This is an optimization exercise on Yosys and OpenROAD, whose aim is a short achievable clock period and few clock cycles per item, not a production implementation.
The RTL was checked by simulation tests, not by an equivalence proof against the original design.
Power and IR drop assume default switching activity.

==> design.v <==
module dram_controller #
  (
    parameter   integer NUMBER_OF_COLUMNS = 8,
    parameter   integer NUMBER_OF_ROWS = 128,
    parameter   integer NUMBER_OF_BANKS = 8,
    parameter   integer REFRESH_RATE = 125,  
    parameter   integer CLK_FREQUENCY = 100,  
    parameter   integer U_DATA_WIDTH = 2,
    parameter   integer DRAM_DATA_WIDTH = 2,
    parameter integer COLUMN_WIDTH = $clog2(NUMBER_OF_COLUMNS/DRAM_DATA_WIDTH),
    parameter integer ROW_WIDTH = $clog2(NUMBER_OF_ROWS),
    parameter integer BANK_ID_WIDTH = $clog2(NUMBER_OF_BANKS),
    parameter integer U_ADDR_WIDTH = BANK_ID_WIDTH + ROW_WIDTH + COLUMN_WIDTH,
    parameter integer CYCLES_BETWEEN_REFRESH = CLK_FREQUENCY*REFRESH_RATE - 100,
    parameter integer DRAM_ADDR_WIDTH = ROW_WIDTH > COLUMN_WIDTH ? ROW_WIDTH : COLUMN_WIDTH,
    parameter integer REFRESH_COUNTER_WIDTH = $clog2(CYCLES_BETWEEN_REFRESH)
  )
  (
    input                         u_rst_n,
    input                         u_clk,
    input                         u_en,
    input   [U_ADDR_WIDTH-1:0]    u_addr,
    input   [U_DATA_WIDTH-1:0]    u_data_i,
    input                         u_cmd,
    output  [U_DATA_WIDTH-1:0]    u_data_o,
    output                        u_data_valid,
    output                        u_cmd_ack,
    output                        u_busy,
    input   [DRAM_DATA_WIDTH-1:0]   dram_rd_data,
    input                           dram_refresh_done,
    output  [DRAM_DATA_WIDTH-1:0]   dram_wr_data,
    output  [DRAM_ADDR_WIDTH-1:0]   dram_addr,
    output  [BANK_ID_WIDTH-1:0]     dram_bank_id,
    output                          dram_cs_n,
    output                          dram_ras_n,
    output                          dram_cas_n,
    output                          dram_we_n,
    output                          dram_clk_en
  );
    localparam integer REF_START = 12450;
    localparam [1:0] ST_PRE = 2'd0, ST_ACT = 2'd1, ST_COL = 2'd2;
    reg                         irv;
    reg [BANK_ID_WIDTH-1:0]     ir_bank;
    reg [ROW_WIDTH-1:0]         ir_row;
    reg [COLUMN_WIDTH-1:0]      ir_col;
    reg                         ir_wr;
    reg [U_DATA_WIDTH-1:0]      ir_data;
    reg                         hv;
    reg [1:0]                   h_st;
    reg [BANK_ID_WIDTH-1:0]     h_bank;
    reg [NUMBER_OF_BANKS-1:0]   h_boh;      
    reg [ROW_WIDTH-1:0]         h_row;
    reg [ROW_WIDTH-1:0]         h_prow;     
    reg [COLUMN_WIDTH-1:0]      h_col;
    reg                         h_wr;
    reg [U_DATA_WIDTH-1:0]      h_data;
    reg [NUMBER_OF_BANKS-1:0]   open_r;
    reg [ROW_WIDTH-1:0]         orow_r [0:NUMBER_OF_BANKS-1];
    reg                         ras_r, cas_r, we_r;
    reg [DRAM_ADDR_WIDTH-1:0]   addr_r;
    reg [BANK_ID_WIDTH-1:0]     bank_r;
    reg [DRAM_DATA_WIDTH-1:0]   wdata_r;
    reg                         busy_r;
    reg                         ack_r;
    reg                         rd0_r, rd1_r, valid_r;
    reg [U_DATA_WIDTH-1:0]      data_o_r;
    reg [13:0]                  rcnt_r;
    reg                         rpend_r;    
    reg                         rfsh_r;     
    reg [BANK_ID_WIDTH-1:0]     rb_r;       
    assign u_cmd_ack    = ack_r;
    assign u_busy       = busy_r;
    assign u_data_valid = valid_r;
    assign u_data_o     = data_o_r;
    assign dram_wr_data = wdata_r;
    assign dram_addr    = addr_r;
    assign dram_bank_id = bank_r;
    assign dram_cs_n    = 1'b0;
    assign dram_ras_n   = ras_r;
    assign dram_cas_n   = cas_r;
    assign dram_we_n    = we_r;
    assign dram_clk_en  = 1'b1;
    wire                  ir_open = open_r[ir_bank];
    wire [ROW_WIDTH-1:0]  ir_orow = orow_r[ir_bank];
    wire [1:0]            ir_st   = !ir_open ? ST_ACT :
                                    (ir_orow == ir_row) ? ST_COL : ST_PRE;
    wire h_col_now = hv && (h_st == ST_COL) && !rfsh_r;
    wire h_free    = !hv || h_col_now;
    wire ir_move   = irv && h_free;
    wire ir_load   = !irv || h_free;
    wire take_ok   = u_en && !rpend_r;
    wire accept    = ir_load && take_ok;
    wire drain     = !hv && !irv && rpend_r && !rfsh_r;
    wire do_rpre   = drain && open_r[rb_r];
    wire do_ref    = drain && (open_r == 0);
    wire [ROW_WIDTH-1:0] rb_orow = orow_r[rb_r];
    wire hv_next   = ir_move || (hv && !h_col_now);
    reg                       n_ras, n_cas, n_we;
    reg [DRAM_ADDR_WIDTH-1:0] n_addr;
    reg [BANK_ID_WIDTH-1:0]   n_bank;
    always @* begin
      n_ras = 1'b1; n_cas = 1'b1; n_we = 1'b1;
      n_addr = h_row;
      n_bank = h_bank;
      if (hv && !rfsh_r) begin
        case (h_st)
          ST_COL: begin
            n_cas = 1'b0; n_we = !h_wr;
            n_addr = {{(DRAM_ADDR_WIDTH-COLUMN_WIDTH){1'b0}}, h_col};
          end
          ST_PRE: begin
            n_ras = 1'b0; n_we = 1'b0;
            n_addr = h_prow;
          end
          default: begin
            n_ras = 1'b0;
            n_addr = h_row;
          end
        endcase
      end else if (do_rpre) begin
        n_ras = 1'b0; n_we = 1'b0;
        n_addr = rb_orow;
        n_bank = rb_r;
      end else if (do_ref) begin
        n_ras = 1'b0; n_cas = 1'b0; n_we = 1'b0;
      end
    end
    integer b;
    always @(posedge u_clk) begin
      if (!u_rst_n) begin
        irv <= 1'b0;
        hv <= 1'b0;
        ack_r <= 1'b0;
        ras_r <= 1'b1; cas_r <= 1'b1; we_r <= 1'b1;
        busy_r <= 1'b0;
        open_r <= 0;
        rd0_r <= 1'b0;
        rd1_r <= 1'b0;
        valid_r <= 1'b0;
        rcnt_r <= 0;
        rpend_r <= 1'b0;
        rfsh_r <= 1'b0;
      end else begin
        ack_r <= accept;
        if (ir_load) irv <= take_ok;
        hv <= hv_next;
        if (ir_move) h_st <= ir_st;
        else if (hv && !rfsh_r && h_st == ST_PRE) h_st <= ST_ACT;
        else if (hv && !rfsh_r && h_st == ST_ACT) h_st <= ST_COL;
        ras_r <= n_ras; cas_r <= n_cas; we_r <= n_we;
        busy_r <= !(n_ras && n_cas && n_we) || hv_next || (irv && !ir_move);
        rd0_r <= n_ras && !n_cas && n_we;
        rd1_r <= rd0_r;
        valid_r <= rd1_r;
        for (b = 0; b < NUMBER_OF_BANKS; b = b + 1) begin
          if (hv && !rfsh_r && h_boh[b] && h_st == ST_PRE) open_r[b] <= 1'b0;
          if (hv && !rfsh_r && h_boh[b] && h_st == ST_ACT) open_r[b] <= 1'b1;
        end
        if (do_rpre) open_r[rb_r] <= 1'b0;
        if (rfsh_r) begin
          if (dram_refresh_done) begin
            rfsh_r <= 1'b0;
            rpend_r <= 1'b0;
            rcnt_r <= 0;
          end
        end else begin
          rcnt_r <= rcnt_r + 1'b1;
          if (rcnt_r == REF_START) rpend_r <= 1'b1;
          if (do_ref) rfsh_r <= 1'b1;
        end
      end
    end
    always @(posedge u_clk) begin
      if (ir_load) begin
        ir_bank <= u_addr[ROW_WIDTH+COLUMN_WIDTH +: BANK_ID_WIDTH];
        ir_row  <= u_addr[COLUMN_WIDTH +: ROW_WIDTH];
        ir_col  <= u_addr[COLUMN_WIDTH-1:0];
        ir_wr   <= u_cmd;
        ir_data <= u_data_i;
      end
      if (ir_move) begin
        h_bank <= ir_bank;
        for (b = 0; b < NUMBER_OF_BANKS; b = b + 1) h_boh[b] <= (ir_bank == b);
        h_row  <= ir_row;
        h_prow <= ir_orow;
        h_col  <= ir_col;
        h_wr   <= ir_wr;
        h_data <= ir_data;
      end
      for (b = 0; b < NUMBER_OF_BANKS; b = b + 1)
        if (hv && !rfsh_r && h_boh[b] && h_st == ST_ACT) orow_r[b] <= h_row;
      if (drain) rb_r <= rb_r + 1'b1;
      addr_r <= n_addr;
      bank_r <= n_bank;
      wdata_r <= h_data;
      data_o_r <= dram_rd_data;
    end
endmodule
==> run.sh <==
#!/bin/bash
# synth_recipe.tcl (not shown) runs the flow's synth.tcl, then flattens the netlist and writes it again
# the make line also repeats each setting of config.mk as NAME=value (left out here)
make -C /OpenROAD-flow-scripts/flow DESIGN_CONFIG=/design/flow/config.mk WORK_HOME=/design/flow/orfs CLKGATE_MAP_FILE= SYNTH_SCRIPT=/design/flow/synth_recipe.tcl finish
==> config.mk <==
export PLATFORM = sky130hd
export DESIGN_NAME = dram_controller
export DESIGN_NICKNAME = dram_controller
export VERILOG_FILES = /design/flow/design.v
export SDC_FILE = /design/flow/constraint.sdc
export NUM_CORES = 4
export LEC_CHECK = 0
export ABC_CLOCK_PERIOD_IN_PS = 1500
export CAP_MARGIN = 20
export CORE_MARGIN = 2
export CORE_UTILIZATION = 40
export SETUP_SLACK_MARGIN = 3.5
export SLEW_MARGIN = 20
==> constraint.sdc <==
create_clock -name core_clock -period 5.0 [get_ports {u_clk}]
set_input_delay 1.0000 -clock core_clock [delete_from_list [all_inputs] [get_ports {u_clk}]]
set_output_delay 1.0000 -clock core_clock [all_outputs]
set_load 0.01 [all_outputs]
==> impl_metrics.tcl <==
set metrics [dict create \
    status "no timing/DRC/antenna violations" \
    grt_pass1_vias 5007 \
    p_seq_share_pct 49.0 \
    critPathCaptureType "flop" \
    fmax_mhz 444 \
    fp-row-count 46 \
    switching_share_pct 21.2 \
    p_leak_uw 0.00329 \
    p_int_uw 2300 \
    num_vias 4981 \
    clock_latency_ns 0.42 \
    postCtsHoldBufs 0 \
    fin_hold_ws_ns 0.344 \
    cts_tree "yes" \
    grt_max_degree 20 \
    cp_top_family "compound AO/OA/AOI/OAI gates" \
    crit_chain "buf_6 -> buf_4 -> a21oi_1 -> a211oi_1 -> a211o_1 -> a221o_1 -> nor4_2 -> a41o_1" \
    clk_pin_slew_ns 0.06 \
    gp_congestion 0.906 \
    min_period_over_period_pct 45.1 \
    fin_setup_tns_ns 0 \
    overflow 0 \
    critPathMaxFanout 5 \
    viasPerCell 5.70 \
    synth_area_sq_mm 0.00652 \
    cts_buffers 17 \
    clkPwrFrac_pct 42.9 \
    firstDrtPassIters 6 \
    hold_class "reg -> reg" \
    fp.dieW_microns 132 \
    wirelength_mm 18.4 \
    period_needed_ns 2.25 \
    setup_viol 0 \
    cp_slowest_cell "edfxtp_1" \
    synth-seq-area-share_pct 63.5 \
    synthTopCellsByArea "edfxtp_1 (49%), dfxtp_1 (15%), nor2_1 (2.9%), mux2i_1 (2.1%), nand2_1 (2.1%)" \
    cap_violations 0 \
    initial_core_util_pct 41.1 \
    avgSynthCellArea_sq_um 12.4 \
    switchingPower_uw 620 \
    cts.sinks 154 \
    async_reset_ff_share_pct 0 \
    coreArea_sq_mm 0.0159 \
    dieArea_sq_mm 0.0173 \
    cellPowerDensity_mw_per_mm2 323 \
    rsz0062_at_grt "true" \
    crit_buf_inv 2 \
    post-dp-hpwl_mm 11.1 \
    clock_path_buffers 2 \
    yosysUniqueCellTypes 56 \
    nNetsFinal 675 \
    netlist_instances 528 \
    drive_above_1_share_pct 38.1 \
    grt_pass1_wl_mm 27.6 \
    drc_errors 0 \
    worstSetupStartpointType "flop" \
    path_class "reg -> reg" \
    antenna_left 0 \
    io_pins 43 \
    cp_slowest_stage_delay_ns 0.44 \
    ys_seq_elements 154 \
    drt_iter0_markers 506 \
    drv_slew 0 \
    post_drt_wl_per_cell_microns 21.0 \
    max-vdd-ir-drop_mv 0.230 \
    h-tree-depth 4 \
    finClkSkew_ns 0.0102 \
    cp.required_ns 5.27 \
    area_growth_pct 38.7 \
    synth_warnings 2 \
    antenna_found_initial 0 \
    synth.largest_area_cell "edfxtp_1" \
    synth_top_area_share_pct 48.8 \
    hold_viol 0 \
    insertedDiodeCount 0 \
    comb_power_share_pct 8.1 \
    ys.flop_type "edfxtp_1" \
    critical_path_arrival_ns 2.52 \
    grtUsageTotal_pct 21.0 \
    port_buffers 40 \
    die_h_microns 132 \
    root_buffer "clkbuf_16" \
    syn-num-nets 558 \
    synth-edff-count 106 \
]
## per-layer routing
layer	routed length, microns	vias up	global-route usage, %
met5	0	-	0
met4	619	0	10.7
met3	1380	58	5.59
met2	8890	241	33.9
met1	7500	2451	25.9
li1	-	2231	-
## Yosys cell counts (9+ instances only)
cell type / number
nand3_1: 15
a21oi_1: 20
inv_1: 16
mux2i_1: 14
nand2_1: 37
o21ai_0: 23
a21boi_0: 10
ha_1: 9
clkbuf_1: 11
dfxtp_1: 48
nor2_1: 51
and2_1: 14
edfxtp_1: 106
nor2b_1: 10
## stage by stage
stage / std cells / utilization (%) / power (uW) / setup slack (ns) / cell area (sq um)
after floorplan: 528 / - / 1550 / 2.85 / 6780
after global placement: 762 / 45.9 / 1610 / 2.12 / 7290
after detailed placement: 762 / 45.9 / 1610 / 2.06 / 7290
after CTS: 856 / 54.9 / 2920 / 2.80 / 8720
after global routing: 874 / 56.9 / 3020 / 2.71 / 9050
final: 874 / 56.9 / 2920 / 2.75 / 9050
## path summary, 6_finish.rpt
kind / cells past startpoint / from / endpoint / slack [ns]
max: 8 / ir_bank[2] / h_st[1] / 2.75
min: 0 / h_data[1] / wdata_r[1] / 0.34
max reg2reg: 8 / ir_bank[2] / h_st[1] / 2.75
min reg2reg: 0 / h_data[1] / wdata_r[1] / 0.34
## logic make-up (layout without fill, tap and decap cells)
| kind of cell | count (synthesis) | in the layout | synth area share [%] |
|---|---|---|---|
| flip-flops | 154 | 154 | 63.5 |
| adder cells (fa/ha/maj) | 9 | 9 | 1.73 |
| buffers and inverters | 40 | 170 | 2.82 |
| AND/OR/NAND/NOR | 171 | 171 | 13.1 |
| XOR/XNOR | 2 | 2 | 0.269 |
| other | 2 | 2 | 0.115 |
| multiplexers | 26 | 26 | 4.91 |
| AO/OA/AOI/OAI | 124 | 124 | 13.5 |
## cells in the final DEF (no fill, tap or decap), types with 5 or more instances in the layout
master           synthesis  final
ha_4                     0      8
o21ai_0                 23     16
clkbuf_1                11      6
a221o_1                  7      7
dfxtp_2                  0     10
nor2_4                   0      7
inv_1                   16     13
nor2_2                   0      6
a31oi_1                  5      5
nor2b_1                 10      5
a21boi_0                10      8
buf_6                    1     27
dfxtp_1                 48     34
nand2_2                  0      6
nor2_1                  51     38
o22ai_1                  5      5
nand3_1                 15     12
buf_4                    5     53
a21oi_2                  0     10
nand2_1                 37     29
edfxtp_1               106    106
a222oi_1                 7      7
a211o_1                  6      6
mux2i_1                 14     14
clkbuf_16                0     17
o211ai_1                 8      8
nand2b_1                 8      5
and3_1                   8      6
buf_2                    6     11
clkdlybuf4s50_1          0     18
o21ai_1                  0      6
and2_4                   0     10
buf_12                   0      5
a21oi_1                 20     10
## registers in the layout, summed over array words and instances, names as in the netlist, 3 cells and up
name     count
bank_r       3
open_r       8
rcnt_r      14
h_boh        8
ir_row       7
addr_r       7
h_bank       3
rb_r         3
orow_r      56
h_row        7
h_prow       7
ir_bank      3
## power by group through the flow
| stage | logic [uW] | registers (uW) | clock network, uW |
|---|---|---|---|
| 2_1_floorplan | 95.5 | 1450 | 0 |
| 3_3_place_gp | 146 | 1470 | 0 |
| 3_5_place_dp | 148 | 1470 | 0 |
| 4_1_cts | 217 | 1430 | 1280 |
| 5_1_grt | 249 | 1440 | 1330 |
| 6_report | 236 | 1430 | 1260 |
## cell type report
type / instances / area (sq um)
clock inverter: 9 / 125
fill: 1297 / 6840
timing repair buffer: 121 / 1160
tap: 216 / 270
multi-input combinational: 334 / 2800
inverter: 17 / 71.3
clock buffer: 23 / 448
sequential: 154 / 4170
## repair_timing
action                                  CTS  global route
buffers inserted                         60            18
gates cloned                              2             0
endpoints found under the setup margin  188           157
gates resized for setup                 191            47
pin swaps                                33            22
Testbench counts, summed over its fixed seeds: cycles 244,295, items 160,000.

separate check: timing with driven ports:
Ports are ideal in the flow. The routed layout listed here was re-timed in OpenROAD. Step 1: set_driving_cell puts a clkbuf_16 on u_clk and a buf_2 on each other input, an assumption about the parent block. Step 2 times the ports against the registers' clock, not the clock port: input delays grow and output delays shrink by t, the midpoint of the rising clock arrivals with the driver on. Slacks: no drivers / after step 1 / after step 2; pairs: no drivers / after step 1.
shift t [ns]: 0.455
setup slack, ns: 2.747 / 2.747 / 2.747
latest minus earliest clock arrival (ns): 0.010 / 0.011
slew at the worst register clock pin (ns): 0.06 / 0.06
pins driven straight from the clock port: 1
After both steps setup and hold are still met in this run. The setup slack of this run moves by 0.000 ns with the drivers and by 0.000 ns with both steps.
